What follows belongs to an exercise in optimizing a design on an open flow for a short achievable clock period and few clock cycles per item; a production flow would make more cautious choices. Function was checked by simulation only, so behaviour that the tests miss may differ from the original.

==> 12-17 <==
## mm_gcd
module mm_gcd (
    clock,
    reset,
    a,
    b,
    c,
    start,
    finished
);
==> module mm_gcd, before the edit <==
module mm_gcd (
    clock,
    reset,
    a,
    b,
    c,
    start,
    finished
);
input clock;
input reset;
input [31:0] a;
input [31:0] b;
output [31:0] c;
input start;
output finished;
reg [31:0] u;
reg [31:0] v;
reg [4:0] k;
reg fin;
reg fix;
assign finished = fin;
assign c = u << k;
function [4:0] ctz32;
    input [31:0] x;
    integer i;
    begin
        ctz32 = 5'd0;
        for (i = 31; i >= 0; i = i - 1)
            if (x[i]) ctz32 = i;
    end
endfunction
function [3:0] qsel;
    input [2:0] l;
    input [2:0] s;
    reg [3:0] lf, sf;
    integer m;
    begin
        lf = {l, 1'b1};
        sf = {s, 1'b1};
        qsel = 4'd0;
        for (m = 7; m >= 1; m = m - 2) begin
            if (((lf - m * sf) & 4'hf) == 4'd0) qsel = {1'b1, m[2:0]};
            if (((lf + m * sf) & 4'hf) == 4'd0) qsel = {1'b0, m[2:0]};
        end
    end
endfunction
function [31:0] reduce;
    input [31:0] l;
    input [31:0] s;
    reg [3:0] q;
    reg [37:0] se, ns, p, x, y, nx, ny, nl, sum, csa_c, nsum, ncsa_c;
    reg [37:0] r, nr, ar, sh;
    reg [3:0] t;
    integer i;
    begin
        q = qsel(l[3:1], s[3:1]);
        se = {6'd0, s};
        ns = ~se ^ 38'd1;                       
        case (q[2:0])
            3'd3: p = se << 1;
            3'd5: p = se << 2;
            3'd7: p = se << 3;
            default: p = 38'd0;
        endcase
        if (q[3]) begin
            x = (q[2:0] == 3'd7) ? (ns << 3) : ((q[2:0] == 3'd5) ? (ns << 2) :
                ((q[2:0] == 3'd3) ? (ns << 1) : 38'd0));
            y = (q[2:0] == 3'd7) ? se : ns;
            nx = p;
            ny = (q[2:0] == 3'd7) ? ns : se;
        end else begin
            x = p;
            y = (q[2:0] == 3'd7) ? ns : se;
            nx = (q[2:0] == 3'd7) ? (ns << 3) : ((q[2:0] == 3'd5) ? (ns << 2) :
                 ((q[2:0] == 3'd3) ? (ns << 1) : 38'd0));
            ny = (q[2:0] == 3'd7) ? se : ns;
        end
        nl = ~{6'd0, l} ^ 38'd1;                
        sum = {6'd0, l} ^ x ^ y;
        csa_c = (({6'd0, l} & x) | ({6'd0, l} & y) | (x & y)) << 1;
        r = sum + csa_c;
        nsum = nl ^ nx ^ ny;
        ncsa_c = ((nl & nx) | (nl & ny) | (nx & ny)) << 1;
        nr = nsum + ncsa_c;
        ar = r[37] ? nr : r;
        t = 4'd7;
        for (i = 10; i >= 4; i = i - 1)
            if (r[i]) t = i - 4;
        sh = (ar >> 4) >> t;
        reduce = sh[31:0];
    end
endfunction
wire [4:0] za = ctz32(a);
wire [4:0] zb = ctz32(b);
wire [31:0] ao = a >> za;
wire [31:0] bo = b >> zb;
wire a_zero = (a == 32'd0);
wire b_zero = (b == 32'd0);
wire a_pow2 = ((a & (a - 32'd1)) == 32'd0);
wire b_pow2 = ((b & (b - 32'd1)) == 32'd0);
wire gt = (u > v);
wire eq = (u == v);
wire [31:0] wu = reduce(u, v);
wire [31:0] wv = reduce(v, u);
wire [31:0] w = gt ? wu : wv;
wire w_one = gt ? (wu == 32'd1) : (wv == 32'd1);
wire [31:0] uf = u >> ctz32(u);
always @(posedge clock) begin
    if (reset == 0) begin
        fin <= 1'b1;
        fix <= 1'b0;
    end
    else if (start) begin
        fix <= 1'b0;
        if (a_zero || b_zero) begin
            fin <= 1'b1;
            u <= a | b;
            k <= 5'd0;
        end
        else begin
            k <= (za < zb) ? za : zb;
            u <= (a_pow2 || b_pow2) ? 32'd1 : ao;
            v <= bo;
            fin <= a_pow2 || b_pow2 || (a == b);
        end
    end
    else if (!fin) begin
        if (fix) begin
            fix <= 1'b0;
            if (u == 32'd0) begin
                u <= v;
                fin <= 1'b1;
            end
            else begin
                u <= uf;
                fin <= (uf == 32'd1);
            end
        end
        else if (eq) begin
            fin <= 1'b1;
        end
        else begin
            u <= w;
            v <= gt ? v : u;
            fin <= w_one;
            fix <= ~w[0];
        end
    end
end
endmodule
Settings: LEC_CHECK=0, CAP_MARGIN=20, CORE_MARGIN=2, CORE_UTILIZATION=40, SLEW_MARGIN=20; clock period 5.0 ns.
run.sh (not shown) runs the stock make flow with config.mk's settings and CLKGATE_MAP_FILE= SYNTH_SCRIPT=/design/flow/synth_recipe.tcl, a recipe that flattens the netlist after the stock synthesis.
==> 01-02 (differences from 12-17) <==
==> flow/design.v (replaced) <==
`timescale 1ns/10ps
module mm_gcd (
    clock,
    reset,
    a,
    b,
    c,
    start,
    finished
);
input clock;
input reset;
input [31:0] a;
input [31:0] b;
output [31:0] c;
input start;
output finished;
reg [32:0] u;      
reg [32:0] v;      
reg [4:0] k;
reg fin;
reg fix;
reg bneg;          
wire [31:0] mag = u[32] ? {~u[31:1], 1'b1} : u[31:0];
assign finished = fin;
assign c = mag << k;
function [4:0] ctz32;
    input [31:0] x;
    integer i;
    begin
        ctz32 = 5'd0;
        for (i = 31; i >= 0; i = i - 1)
            if (x[i]) ctz32 = i;
    end
endfunction
function [5:0] ctz33;
    input [32:0] x;
    integer i;
    begin
        ctz33 = 6'd0;
        for (i = 32; i >= 0; i = i - 1)
            if (x[i]) ctz33 = i;
    end
endfunction
function [43:0] step;
    input [32:0] l;
    input [32:0] s;
    input neg;
    reg [34:0] le, se, sn, y, p, g, z, r, need;
    reg [7:0] sel;
    reg [2:0] t;
    reg more, unit, none, w1;
    integer i;
    begin
        le = {{2{l[32]}}, l};
        se = {{2{s[32]}}, s};
        sn = ~se ^ 35'd1;                           
        y = neg ? sn : se;
        p = le ^ y;
        g = le & y;
        z = p ^ ((le | y) << 1);
        more = (z[9:2] == 8'd0);
        none = 1'b1;
        for (i = 0; i < 7; i = i + 1) begin
            sel[i] = z[i+2] & none;
            none = none & ~z[i+2];
        end
        sel[7] = none;
        t = {sel[4] | sel[5] | sel[6] | sel[7], sel[2] | sel[3] | sel[6] | sel[7],
             sel[1] | sel[3] | sel[5] | sel[7]};
        unit = 1'b0;
        w1 = 1'b0;
        for (i = 2; i < 10; i = i + 1) begin
            need = ((le & y) | ((le | y) & ~(35'd1 << i))) << 1;
            unit = unit | (sel[i-2] & ((p ^ (35'd1 << i)) == need));
            need = ((le & y) | ((le | y) & ~(-(35'd1 << i)))) << 1;
            unit = unit | (sel[i-2] & ((p ^ (-(35'd1 << i))) == need));
            need = ((le & y) | ((le | y) & ~(se << i))) << 1;
            unit = unit | (sel[i-2] & ((p ^ (se << i)) == need));
            need = ((le & y) | ((le | y) & ~(sn << i))) << 1;
            unit = unit | (sel[i-2] & ((p ^ (sn << i)) == need));
            w1 = w1 | (sel[i-2] & (p[i+1] ^ g[i]));
        end
        r = le + y;
        step = {r[34:2], t, more, unit, w1};
    end
endfunction
wire [4:0] za = ctz32(a);
wire [4:0] zb = ctz32(b);
wire [31:0] ao = a >> za;
wire [31:0] bo = b >> zb;
wire a_zero = (a == 32'd0);
wire b_zero = (b == 32'd0);
wire a_pow2 = ((a & (a - 32'd1)) == 32'd0);
wire b_pow2 = ((b & (b - 32'd1)) == 32'd0);
wire [33:0] sum_uv = {u[32], u} + {v[32], v};
wire [33:0] dif_uv = {u[32], u} - {v[32], v};
wire gt = (sum_uv[33] == dif_uv[33]);           
wire eq = (u == v) || (u[32:1] == ~v[32:1]);   
wire [32:0] ru, rv;
wire [2:0] tu, tv;
wire mu, mv, nu, nv, w1u, w1v;
assign {ru, tu, mu, nu, w1u} = step(u, v, bneg);
assign {rv, tv, mv, nv, w1v} = step(v, u, bneg);
wire [39:0] wux = {{7{ru[32]}}, ru} >> tu;      
wire [32:0] wu = wux[32:0];
wire [39:0] wvx = {{7{rv[32]}}, rv} >> tv;
wire [32:0] wv = wvx[32:0];
wire ou = nu && !mu;
wire ov = nv && !mv;
wire [5:0] zu = ctz33(u);
wire [65:0] ufx = {{33{u[32]}}, u} >> zu;
wire [32:0] uf = ufx[32:0];                    
always @(posedge clock) begin
    if (reset == 0) begin
        fin <= 1'b1;
        fix <= 1'b0;
    end
    else if (start) begin
        fix <= 1'b0;
        if (a_zero || b_zero) begin
            fin <= 1'b1;
            u <= {1'b0, a | b};
            k <= 5'd0;
        end
        else begin
            k <= (za < zb) ? za : zb;
            u <= (a_pow2 || b_pow2) ? 33'd1 : {1'b0, ao};
            v <= {1'b0, bo};
            fin <= a_pow2 || b_pow2 || (a == b);
            bneg <= (ao[1] == bo[1]);
        end
    end
    else if (!fin) begin
        if (fix) begin
            fix <= 1'b0;
            if (u == 33'd0) begin
                u <= v;
                fin <= 1'b1;
            end
            else begin
                u <= uf;
                fin <= (uf == 33'd1) || (uf == {33{1'b1}});
                bneg <= (uf[1] == v[1]);
            end
        end
        else if (eq) begin
            fin <= 1'b1;
        end
        else if (gt) begin
            u <= wu;
            fin <= ou && !mu;
            fix <= mu;
            bneg <= (w1u == v[1]);
        end
        else begin
            u <= wv;
            v <= u;
            fin <= ov && !mv;
            fix <= mv;
            bneg <= (w1v == u[1]);
        end
    end
end
endmodule
CORE_UTILIZATION = 35   (was 40)
GPL_TIMING_DRIVEN = 1   (was unset)
SETUP_SLACK_MARGIN = 0.6   (was unset)
TNS_END_PERCENT = 100   (was unset)
==> run summary <==
|  | 12-17 | 01-02 |
|---|---|---|
| Run status | complete, but fails checks | timing/DRC/antenna clean |
| Violated checks | negative setup slack | - |
| Postcts setup bufs | 52 | 86 |
| Layout multi-input combinational cell count | 4136 | 4922 |
| Seq_cells | 71 | 74 |
| Synthesis-to-layout area growth | 49.65% | 29.24% |
| Largest net degree at the start of global routing | 37 | 55 |
| Multi-input gate share of the layout cell area | 0.6307 | 0.7419 |
| Placed insts | 7318 | 8289 |
| Post-route cell area | 51510 um2 | 67230 um2 |
| Arrival time of the worst setup path | 8440 ps | 4990 ps |
| Worst setup slack after placement | -3766 ps | -8.494 ps |
| Total length of routed met2 wires | 80860 um | 133700 um |
| Final net count | 6761 | 7741 |
| Finished Layout Cells | 7409 | 8457 |
| GRT Resource Usage Total | 0.4008 | 0.4047 |
| Worst setup path startpoint | u[2] | bneg |
| Total cell area at the placement stage | 47970 um2 | 63400 um2 |
Testbench counts of 12-17, summed over its fixed seeds: cycles 20,152, items 2,400.
Testbench counts of 01-02, summed over its fixed seeds: cycles 27,934, items 2,400.

[afterwards: timing with drivers on the ports]
How much do the figures lean on ideal ports? The routed layouts below were timed once more, with nothing changed but the port constraints.
Step 1 assumes that a clkbuf_16 drives the clock port and a buf_2 every other input.
Step 2 moves the port delays by t, midway between the first and last clock arrival at a register: inputs arrive t later, outputs are due t later. That takes back most of the time a late clock gives input paths.
Slacks: ideal ports / drivers / drivers and shift; pairs: ideal ports / drivers.
run | t, ns | setup WS [ns] | worst setup path after step 2 | worst data-port slew with drivers (ns)
12-17 | 0.447 | -3.104 / -3.104 / -3.104 | register to register | 0.04
01-02 | 0.412 | 0.290 / 0.290 / 0.233 | input to register | 0.07
The setup slack of 01-02, which loses most, moves by 0.000 ns with the drivers and by -0.057 ns with both steps.
